What follows belongs to an exercise in optimizing a design on an open flow for small area and a short achievable clock period; a production flow would make more cautious choices. The RTL was checked by simulation tests, not by an equivalence proof against the original design. Power figures rest on the tool's default switching activity, not on a simulated workload.

## red
Design CPU, start of the top module:
module CPU(reset, clk, imem_addr, imem_data, mem_addr, mem_wdata, mem_rdata, mem_read, mem_write);
Size in the first run: about 5000 cells after synthesis, roughly 160 I/O pins, about 66000 um2 of cells after synthesis.
clock: 10.0 ns
lec_check: 0
cap_margin: 20
core_margin: 2
core_utilization: 50
slew_margin: 20
synth_hierarchical: 1
standard.sh (not shown) runs the stock make flow with config.mk's settings and CLKGATE_MAP_FILE= SYNTH_SCRIPT=/design/flow/synth_recipe.tcl, a recipe that flattens the netlist after the stock synthesis.
==> flow/flow/run.sh <==
#!/bin/bash
# Layout: the standard ORFS flow (standard.sh), with
#  - timing repair aimed below the clock period (repair_timing runs until the setup
#    slack reaches SETUP_SLACK_MARGIN),
#  - plain buffers on the ports instead of the delay cells buffer_ports picks,
#  - clock tree synthesis without dummy loads, with larger leaf clusters and only the
#    largest clock buffer, which needs fewer buffers in all.
# ORFS writes each step's full log under orfs/logs; make's own output goes to flow.log.
set -euo pipefail
bash standard.sh \
    SETUP_SLACK_MARGIN=6.5 \
    "BUFFER_PORTS_ARGS=-buffer_cell sky130_fd_sc_hd__buf_2" \
    "CTS_ARGS=-sink_clustering_enable -repair_clock_nets -dont_use_dummy_load -buf_list sky130_fd_sc_hd__clkbuf_16 -sink_clustering_size 20 -sink_clustering_max_diameter 100" \
    finish > flow.log 2>&1
## Diff of input files: orange against red
-- flow/config.mk --
<<< red, line 8
export CAP_MARGIN = 20
>>> orange, line 8
export CAP_MARGIN = 5
<<< red, line 10
export CORE_UTILIZATION = 50
export SLEW_MARGIN = 20
>>> orange, line 10
export CORE_UTILIZATION = 40
export SLEW_MARGIN = 5
### Flow results
Across red and orange, a clean result was obtained everywhere but in orange. No crash in orange: every stage finished, but the layout fails its final checks due to antenna violations. orange ended up with a lower final weighted congestion in routability-driven placement than red did. orange has more setup slack than red. In the flow results for red and orange, the post-placement worst setup slack is smaller on red. Summary of orange over red: final instance area flat, routed wire length down about 4.4%, area added between synthesis and finish flat.


Starting RTL as in the previous note.
clock: 10.0 ns
lec_check: 0
cap_margin: 20
core_margin: 2
core_utilization: 40
place_density: 0.72
slew_margin: 20
synth_hierarchical: 1
Scripts as last shown in full above: flow/flow/run.sh
The baseline completed without violations.
Rerun with:
- PLACE_DENSITY: 0.72 -> default
Effect:
- count of clock-buffer cells in the layout rose by 1
- power rose by 1.6%
- global-route usage rose by 2.5 points
- final area rose by 0.62%
- die area is unchanged
- register-to-register slack got worse by 0.06 ns
- hold slack barely changes
- area after synthesis stays the same
- critical path depth is unchanged
- wire length rose by 7.1%


rev 12:
CPU again, from the RTL that the note above started with.
Settings: LEC_CHECK=0, CAP_MARGIN=20, CORE_MARGIN=2, CORE_UTILIZATION=40, SLEW_MARGIN=20, SYNTH_HIERARCHICAL=1; clock period 10.0 ns.
==> flow/flow/run.sh <==
#!/bin/bash
# Layout: the standard ORFS flow (standard.sh), with
#  - timing repair aimed below the clock period (repair_timing runs until the setup
#    slack reaches SETUP_SLACK_MARGIN),
#  - plain buffers on the ports instead of the delay cells buffer_ports picks,
#  - clock tree synthesis without dummy loads, with larger leaf clusters and only the
#    largest clock buffer, which needs fewer buffers in all.
# ORFS writes each step's full log under orfs/logs; make's own output goes to flow.log.
set -euo pipefail
bash standard.sh \
    SETUP_SLACK_MARGIN=6.2 \
    "BUFFER_PORTS_ARGS=-buffer_cell sky130_fd_sc_hd__buf_2" \
    "CTS_ARGS=-sink_clustering_enable -repair_clock_nets -dont_use_dummy_load -buf_list sky130_fd_sc_hd__clkbuf_16 -sink_clustering_size 20 -sink_clustering_max_diameter 100" \
    finish > flow.log 2>&1
Inputs modified between rev 12 and rev 13:
diff --git a/flow/flow/run.sh b/flow/flow/run.sh
--- a/flow/flow/run.sh
+++ b/flow/flow/run.sh
@@ -10,3 +10,3 @@
 bash standard.sh \
-    SETUP_SLACK_MARGIN=6.2 \
+    SETUP_SLACK_MARGIN=5.9 \
     "BUFFER_PORTS_ARGS=-buffer_cell sky130_fd_sc_hd__buf_2" \
### Flow results
- Rev 13: done, clean on timing, DRC and antenna
- Wire length up 2.2 mm in rev 13 wrt rev 12
- Weighted congestion reported at the end of routability-driven placement: rev 13 vs rev 12 down 2.4%
- Compared with rev 12, rev 13 shows a met3 wire length that is 920 um higher.
- Setup slack of the worst register-to-register path | rev 13 below rev 12
- Clock skew ended up 17 ps lower on rev 13 than on rev 12.
- Rev 13 ends up with lower clock-buffer cell count than rev 12 does.
- Multi-input logic area of rev 13 falls short of that of rev 12 slightly.
- Rev 13 ended up with a lower first-iteration DRC count than rev 12 did.
- Rev 13 vs rev 12 on arrival time at the worst endpoint: rev 13 is the higher one.
- Rev 12 → rev 13: first-pass GRT wire length flat; clock-net power now sits lower.
- rf2n_id[9]$_DFF_P_ as the critical path capture point was reported by rev 13, and rf1n_id[8]$_DFF_P_ by rev 12.


== run A ==
CPU again, from the RTL that the note above started with.
## CPU
module CPU(reset, clk, imem_addr, imem_data, mem_addr, mem_wdata, mem_rdata, mem_read, mem_write);
input reset, clk;
output [31:0] imem_addr;
input [31:0] imem_data;
output [31:0] mem_addr;
output [31:0] mem_wdata;
input [31:0] mem_rdata;
output mem_read;
output mem_write;
reg [31:0] PC;
reg [31:0] ir;           
reg [31:0] pc4_id;       
reg [31:0] rf1n_id, rf2n_id;  
reg        hit1_id, hit2_id;  
reg        br_id, jmp_id, jr_id, und_id, sw_id, nas1_id, as2_id, nbs_id, link_id;
reg        exh_rs, exh_rt, memh_rs, memh_rt;
reg [31:0] d1_ex;        
reg [31:0] d2x_ex;       
reg [31:0] e_ex;         
reg        fwdA_ex, fwdB_ex, fwdS_ex;
reg        mrd_ex, mwr_ex, rw_ex, mv_ex, wv_ex, link_ex;
reg [4:0]  wreg_ex;
reg        sub_ex, add_ex, slt_ex, sh_ex, k1_ex, k2_ex, k3_ex;
reg [1:0]  sop_ex;
reg [31:0] outZ_mem, d2_mem;
reg        mrd_mem, mwr_mem, mv_mem, wv_mem, link_mem;
reg [4:0]  wreg_mem;
reg [31:0] wdatan_wb;
reg [31:0] rf [1:31];
reg [31:1] rvalid;
wire ifflush;
wire [4:0] wreg;
wire [4:0] nrs = imem_data[25:21];
wire [4:0] nrt = imem_data[20:16];
wire [30:0] sel1, sel2;
wire [31:0] rf1n_if, rf2n_if;
rf_dec dc1 (.n(nrs), .valid(rvalid), .sel(sel1));
rf_dec dc2 (.n(nrt), .valid(rvalid), .sel(sel2));
  ...
Settings: LEC_CHECK=0, CAP_MARGIN=20, CORE_MARGIN=2, CORE_UTILIZATION=40, SLEW_MARGIN=20, SYNTH_HIERARCHICAL=1; clock period 10.0 ns.
==> flow/flow/run.sh <==
#!/bin/bash
# Layout: the standard ORFS flow (standard.sh), with
#  - timing repair aimed below the clock period (repair_timing runs until the setup
#    slack reaches SETUP_SLACK_MARGIN),
#  - plain buffers on the ports instead of the delay cells buffer_ports picks,
#  - clock tree synthesis without dummy loads, with larger leaf clusters and only the
#    largest clock buffer, which needs fewer buffers in all.
# ORFS writes each step's full log under orfs/logs; make's own output goes to flow.log.
set -euo pipefail
bash standard.sh \
    SETUP_SLACK_MARGIN=6.7 \
    "BUFFER_PORTS_ARGS=-buffer_cell sky130_fd_sc_hd__buf_2" \
    "CTS_ARGS=-sink_clustering_enable -repair_clock_nets -dont_use_dummy_load -buf_list sky130_fd_sc_hd__clkbuf_16 -sink_clustering_size 20 -sink_clustering_max_diameter 100" \
    finish > flow.log 2>&1
Input-level comparison between run B and run A:
--- a/flow/flow/run.sh
+++ b/flow/flow/run.sh
@@ -9,6 +9,6 @@
 set -euo pipefail
 bash standard.sh \
-    SETUP_SLACK_MARGIN=6.7 \
+    SETUP_SLACK_MARGIN=6.5 \
     "BUFFER_PORTS_ARGS=-buffer_cell sky130_fd_sc_hd__buf_2" \
-    "CTS_ARGS=-sink_clustering_enable -repair_clock_nets -dont_use_dummy_load -buf_list sky130_fd_sc_hd__clkbuf_16 -sink_clustering_size 20 -sink_clustering_max_diameter 100" \
+    "CTS_ARGS=-sink_clustering_enable -repair_clock_nets -dont_use_dummy_load -buf_list sky130_fd_sc_hd__clkbuf_16 -sink_clustering_size 26 -sink_clustering_max_diameter 110" \
     finish > flow.log 2>&1
--- outcome ---
- Looking only at critical path depth, and setting everything else aside, the lower value of run A and run B goes to run A.
- The higher share of cell area taken by multi-input logic gates of run A and run B is in run B.
- As far as final worst hold slack is concerned, run B and run A perform about the same.
- Going from run A to run B, the post-route clock period utilization was found to have gone up by 1.1 points.
- Run A ended up with imem_data[17] as its launch point of the critical path; run B ended up with imem_data[20].
- Relative to run A, the number of nets in the layout measured on run B has decreased by a few percent.
- Compared with run A, run B shows total wire length that has gone down by a little under 10%.
- [compare] base=run A new=run B: overall power consumption -5.3%, actual slew at the worst max-slew pin +0.0043 ns.

[separate check: timing with driven ports]
The flow's constraints put no driver on any port. The routed layouts listed below were extracted and timed again, unchanged, in two steps. Step 1 sets driving cells, clkbuf_16 on the clock port and buf_2 on the other inputs (assumed; they add their load-dependent delay and slew). Step 2 times the ports against the registers' clock, not the clock port: input delays grow and output delays shrink by t, the midpoint of the rising clock arrivals with the driver on. Three values: ideal, step 1, step 2; two values: the first two.
| run | shift t [ns] | setup slack, ns | worst setup path after step 2 | worst register clock-pin slew, ns | cell pins on the clock port's net |
|---|---|---|---|---|---|
| red | 0.783 | 6.409 / 6.256 / 5.473 | input to register | 0.10 / 0.10 | 1 |
| orange | 0.780 | 6.470 / 6.392 / 5.612 | input to register | 0.10 / 0.10 | 1 |
| the first run of note 2 | 0.772 | 6.403 / 6.306 / 5.534 | input to register | 0.10 / 0.10 | 1 |
| the second run of note 2 | 0.786 | 6.477 / 6.395 / 5.608 | input to register | 0.10 / 0.10 | 1 |
| rev 12 | 0.780 | 6.125 / 6.127 / 5.347 | input to register | 0.10 / 0.10 | 1 |
| rev 13 | 0.780 | 5.951 / 5.970 / 5.190 | input to register | 0.10 / 0.10 | 1 |
| run A | 0.793 | 6.550 / 6.488 / 5.695 | input to register | 0.10 / 0.10 | 1 |
| run B | 0.776 | 6.439 / 6.363 / 5.586 | input to register | 0.12 / 0.12 | 1 |
For red, which loses most, drivers alone change the setup slack by -0.153 ns; drivers and shift together by -0.936 ns.
